This design comes from an exercise in tuning for small area on the open sky130 flow, not from production work. Function was checked by simulation only, so behaviour that the tests miss may differ from the original. The flow treats the clock pin as an ideal source. Dropping or thinning the clock tree relies on that and would not hold on a real chip.

// topTM1638
module topTM1638(input clk_50M,
input wire rst,
output wire clk,
output wire stb,
output reg dio,
input wire [7:0] gio,
input wire [7:0] phut,
input wire [7:0] giay
);
reg [8:0] a;
reg [7:0] h, m, s;
wire tail = a[8] & ~a[7] & ~a[6] & ~a[5];    
wire cs0  = tail & a[4] & a[2];              
wire hi   = a[8] & a[7];                     
wire [8:0] t;
assign t[0] = 1'b1;
genvar i;
generate for (i = 1; i < 9; i = i + 1) begin : carry
  assign t[i] = t[i-1] & a[i-1];
end endgenerate
wire [8:0] inc = a ^ t;
always @(posedge clk_50M) begin
  a[8] <= rst | inc[8];
  a[7] <= ~rst & (cs0 | inc[7]);
  a[6] <= ~rst & (cs0 | inc[6]);
  a[5] <= ~rst & inc[5];
  a[4] <= rst | inc[4];
  a[3] <= ~rst & (cs0 | inc[3]);
  a[2] <= rst | inc[2];
  a[1] <= ~rst & (cs0 | inc[1]);
  a[0] <= ~rst & ~cs0 & ~a[0];
end
wire [2:0] d = a[7:5];      
wire [2:0] b = a[3:1];      
wire [7:0] v = (d[2] ~^ d[1]) ? (d[2] ? s : h) : m;    
wire tens  = (d == 3'd0) | (d == 3'd3) | (d == 3'd6);
wire blank = (d == 3'd2) | (d == 3'd5);
function [3:0] add3(input [3:0] x);
  add3 = (x > 4'd4) ? x + 4'd3 : x;
endfunction
wire [3:0] c1 = add3({1'b0, v[7:5]});
wire [3:0] c2 = add3({c1[2:0], v[4]});
wire [3:0] c3 = add3({c2[2:0], v[3]});
wire [3:0] c4 = add3({c3[2:0], v[2]});
wire [3:0] c5 = add3({c4[2:0], v[1]});
wire [3:0] c6 = add3({1'b0, c1[3], c2[3], c3[3]});
wire [3:0] c7 = add3({c6[2:0], c4[3]});
wire [3:0] g = tens ? {c7[2:0], c5[3]} : {c5[2:0], v[0]};
wire [6:0] seg;
assign seg[0] = g[3] | g[1] | (g[2] ~^ g[0]);
assign seg[1] = ~g[2] | (g[1] ~^ g[0]);
assign seg[2] = g[2] | ~g[1] | g[0];
assign seg[3] = g[3] | (~g[0] & ~(g[2] & ~g[1])) | (g[0] & (g[1] ^ g[2]));
assign seg[4] = ~g[0] & (~g[2] | g[1]);
assign seg[5] = (~g[1] & ~g[0]) | (g[2] & ~g[1]) | (g[2] & ~g[0]) | g[3];
assign seg[6] = g[3] | (g[2] ^ g[1]) | (g[1] & ~g[0]);
wire segbit  = ~blank & (b != 3'd7) & seg[b];
wire databit = a[4] ? (b == 3'd0) : segbit;
wire cmd_t = a[4] | (a[3] ? (~a[2] & ~a[1]) : (a[2] | a[1]));
wire cmd_h = a[4] ? (a[5] & a[3] & a[2]) : (a[3] & ~a[2] & a[1]);
wire cmdbit = a[7] ? cmd_h : cmd_t;
  ...
For scale: about 29 I/O pins.
clock: 10.0 ns
lec_check: 0
cap_margin: 20
core_margin: 2
core_utilization: 40
place_density: 0.6
slew_margin: 20
standard.sh (not shown) runs the stock make flow with config.mk's settings and CLKGATE_MAP_FILE= SYNTH_SCRIPT=/design/flow/synth_recipe.tcl, a recipe that flattens the netlist after the stock synthesis.
==> flow/flow/run.sh <==
#!/bin/bash
# Own layout flow: the standard ORFS flow (standard.sh), changed only in
#  - synthesis: the standard flow's synthesis script, but ABC maps the logic with an
#    area-oriented script (flow/abc.script) and Yosys's adder extraction is off
#    (half-adder cells would hide the logic from ABC);
#  - port buffers: the smallest buffer, sky130_fd_sc_hd__buf_1;
#  - clock tree: one clock buffer drives all registers (flow/cts_pre.tcl);
#  - power recovery (downsizing of non-critical gates) after global routing.
# Each step's full output goes to a log file in this folder.
set -euo pipefail
W=$PWD
{
  head -n 1 "$W/synth_recipe.tcl"
  echo 'proc abc {args} { set i [lsearch -exact $args -script]; if {$i >= 0} { lset args [expr {$i + 1}] $::env(MY_ABC_SCRIPT) }; yosys abc {*}$args }'
  tail -n +2 "$W/synth_recipe.tcl"
} > "$W/my_synth.tcl"
sed -e "s#$W/synth_recipe.tcl#$W/my_synth.tcl#" "$W/standard.sh" > "$W/my_standard.sh"
export MY_ABC_SCRIPT="$W/flow/abc.script"
export ADDER_MAP_FILE=
export BUFFER_PORTS_ARGS="-buffer_cell sky130_fd_sc_hd__buf_1"
export PRE_CTS_TCL="$W/flow/cts_pre.tcl"
export CLOCK_BUFFER=${CLOCK_BUFFER:-sky130_fd_sc_hd__clkbuf_16}
export CLOCK_BUFFERS=${CLOCK_BUFFERS:-1}
export RECOVER_POWER=100
bash "$W/my_standard.sh" synth > "$W/log_synth.txt" 2>&1
bash "$W/my_standard.sh" finish > "$W/log_finish.txt" 2>&1
==> flow/flow/abc.script <==
strash; &get -n; &deepsyn -T 60; &dch -f; &nf -R 1000; &put
==> flow/flow/cts_pre.tcl <==
# Sourced before ORFS's clock tree synthesis (PRE_CTS_TCL): the design has few
# registers, so CLOCK_BUFFERS clock buffers of type CLOCK_BUFFER, each driving
# one group of registers (split by x position) from its centre, take the place
# of the clock tree, and clock_tree_synthesis is skipped. The clock port
# drives only these buffers.
set block [ord::get_db_block]
set master [[ord::get_db] findMaster $::env(CLOCK_BUFFER)]
set nbuf $::env(CLOCK_BUFFERS)
set clknet [$block findNet clk_50M]
set sinks {}
foreach it [$clknet getITerms] {
  set box [[$it getInst] getBBox]
  lappend sinks [list [expr {([$box xMin] + [$box xMax]) / 2}] [expr {([$box yMin] + [$box yMax]) / 2}] $it]
}
set sinks [lsort -integer -index 0 $sinks]
set n [llength $sinks]
for {set k 0} {$k < $nbuf} {incr k} {
  set group [lrange $sinks [expr {$k * $n / $nbuf}] [expr {($k + 1) * $n / $nbuf - 1}]]
  set inst [odb::dbInst_create $block $master clkbuf_${k}_clk_50M]
  set net [odb::dbNet_create $block clknet_${k}_clk_50M]
  $net setSigType CLOCK
  set sx 0
  set sy 0
  foreach s $group {
    set sx [expr {$sx + [lindex $s 0]}]
    set sy [expr {$sy + [lindex $s 1]}]
    set it [lindex $s 2]
    $it disconnect
    $it connect $net
  }
  [$inst findITerm A] connect $clknet
  [$inst findITerm X] connect $net
  $inst setLocation [expr {$sx / [llength $group]}] [expr {$sy / [llength $group]}]
  $inst setPlacementStatus PLACED
  puts "clock buffer [$inst getName] ([$master getName]) drives [llength $group] clock pins"
}
proc clock_tree_synthesis {args} {
  puts "clock_tree_synthesis skipped: clock buffers placed by cts_pre.tcl"
}
Change:
--- a/flow/flow/run.sh
+++ b/flow/flow/run.sh
@@ -20,6 +20,6 @@
 export BUFFER_PORTS_ARGS="-buffer_cell sky130_fd_sc_hd__buf_1"
 export PRE_CTS_TCL="$W/flow/cts_pre.tcl"
-export CLOCK_BUFFER=${CLOCK_BUFFER:-sky130_fd_sc_hd__clkbuf_16}
-export CLOCK_BUFFERS=${CLOCK_BUFFERS:-1}
+export CLOCK_BUFFER=sky130_fd_sc_hd__buf_12
+export CLOCK_BUFFERS=1
 export RECOVER_POWER=100
 bash "$W/my_standard.sh" synth > "$W/log_synth.txt" 2>&1
The new run finished clean. Utilization decreases by 0.12 points. Final cell count does not change. Design area is about the same. Setup slack improves by 0.019 ns. Wire length fell by 0.87%. Fmax climbs by 0.41%. Flip-flop and latch count does not change. First-iteration DRC count fell by 3.5%. Clock skew shrinks by 0.0041 ns.
Change:
--- a/flow/config.mk
+++ b/flow/config.mk
@@ -8,5 +8,5 @@
 export CAP_MARGIN = 20
 export CORE_MARGIN = 2
-export CORE_UTILIZATION = 40
-export PLACE_DENSITY = 0.6
+export CORE_UTILIZATION = 65
+export PLACE_DENSITY = 0.8
 export SLEW_MARGIN = 20
The changed run went through all stages and came out clean.
Worst setup slack is better by 0.11 ns.
Global-route usage goes up by 4.9 points.
Change:
--- a/flow/config.mk
+++ b/flow/config.mk
@@ -8,5 +8,6 @@
 export CAP_MARGIN = 20
 export CORE_MARGIN = 2
-export CORE_UTILIZATION = 65
-export PLACE_DENSITY = 0.8
+export CORE_UTILIZATION = 40
+export GPL_TIMING_DRIVEN = 0
+export PLACE_DENSITY = 0.6
 export SLEW_MARGIN = 20
Cell count climbs by 8.9%.
Setup slack degrades by 0.32 ns.
Maximum frequency drops by 6.6%.
Utilization drops by 28 points.
Change:
--- a/flow/config.mk
+++ b/flow/config.mk
@@ -6,8 +6,7 @@
 export NUM_CORES = 4
 export LEC_CHECK = 0
-export CAP_MARGIN = 20
+export CAP_MARGIN = 0
 export CORE_MARGIN = 2
 export CORE_UTILIZATION = 40
-export GPL_TIMING_DRIVEN = 0
 export PLACE_DENSITY = 0.6
-export SLEW_MARGIN = 20
+export SLEW_MARGIN = 0
What happened: Global-route usage went up by 1.2 points; synthesized area stays the same; final area is about the same; register-to-register slack gets better by 0.21 ns; critical path depth is unchanged.
Change:
--- a/flow/flow/run.sh
+++ b/flow/flow/run.sh
@@ -2,6 +2,8 @@
 # Own layout flow: the standard ORFS flow (standard.sh), changed only in
 #  - synthesis: the standard flow's synthesis script, but ABC maps the logic with an
-#    area-oriented script (flow/abc.script) and Yosys's adder extraction is off
-#    (half-adder cells would hide the logic from ABC);
+#    area-oriented script (flow/abc.script: deepsyn, area mapping, then
+#    don't-care-based resubstitution with mfs3) and Yosys's adder extraction
+#    is off (half-adder cells would hide the logic from ABC); should that ABC
+#    run fail, synthesis runs again with flow/abc_safe.script (no mfs3);
 #  - port buffers: the smallest buffer, sky130_fd_sc_hd__buf_1;
 #  - clock tree: one clock buffer drives all registers (flow/cts_pre.tcl);
@@ -23,4 +25,7 @@
 export CLOCK_BUFFERS=1
 export RECOVER_POWER=100
-bash "$W/my_standard.sh" synth > "$W/log_synth.txt" 2>&1
+if ! bash "$W/my_standard.sh" synth > "$W/log_synth.txt" 2>&1; then
+  export MY_ABC_SCRIPT="$W/flow/abc_safe.script"
+  bash "$W/my_standard.sh" synth > "$W/log_synth_safe.txt" 2>&1
+fi
 bash "$W/my_standard.sh" finish > "$W/log_finish.txt" 2>&1
==> flow/flow/abc.script (replaced) <==
strash; &get -n; &deepsyn -T 60; &dch -f; &nf -R 1000; &put; mfs3 -aez -H 8 -R 4 -K 8; mfs3 -aerz -H 8 -K 8; mfs3 -aez -H 8 -R 4 -K 8; mfs3 -aerz -H 8 -K 8; topo
==> flow/flow/abc_safe.script (new file) <==
strash; &get -n; &deepsyn -T 60; &dch -f; &nf -R 1000; &put
--- a/flow/config.mk
+++ b/flow/config.mk
@@ -6,7 +6,7 @@
 export NUM_CORES = 4
 export LEC_CHECK = 0
-export CAP_MARGIN = 0
+export CAP_MARGIN = 20
 export CORE_MARGIN = 2
 export CORE_UTILIZATION = 40
 export PLACE_DENSITY = 0.6
-export SLEW_MARGIN = 0
+export SLEW_MARGIN = 20
Hold slack is about the same.
Area after synthesis went down by 2.1%.
Synthesized cell count went down by 2.9%.
Final area went down by 1.9%.
First-iteration DRC count went up by 31%.
No run of this note takes its clock network from TritonCTS; it comes from the design's own scripts or RTL.

-- what the ideal ports hide --
Ports are ideal in the flow. The routed layouts listed here were re-timed in OpenROAD.
Step 1: set_driving_cell puts a clkbuf_16 on clk_50M and a buf_2 on each other input, an assumption about the parent block.
Step 2 moves the port delays by t, midway between the first and last clock arrival at a register: inputs arrive t later, outputs are due t later. That takes back most of the time a late clock gives input paths.
Slacks: no drivers / after step 1 / after step 2; pairs: no drivers / after step 1.
run	t, ns	setup slack, ns	clock arrival spread, ns
the first run	0.205	5.330 / 5.330 / 5.330	0.010 / 0.009
the second run	0.178	5.349 / 5.349 / 5.349	0.006 / 0.005
the third run	0.175	5.457 / 5.457 / 5.457	0.005 / 0.005
the fourth run	0.182	5.135 / 5.125 / 5.135	0.005 / 0.004
the fifth run	0.178	5.349 / 5.349 / 5.349	0.006 / 0.005
the sixth run	0.180	5.274 / 5.274 / 5.274	0.008 / 0.008
After both steps every run listed still meets setup and hold.
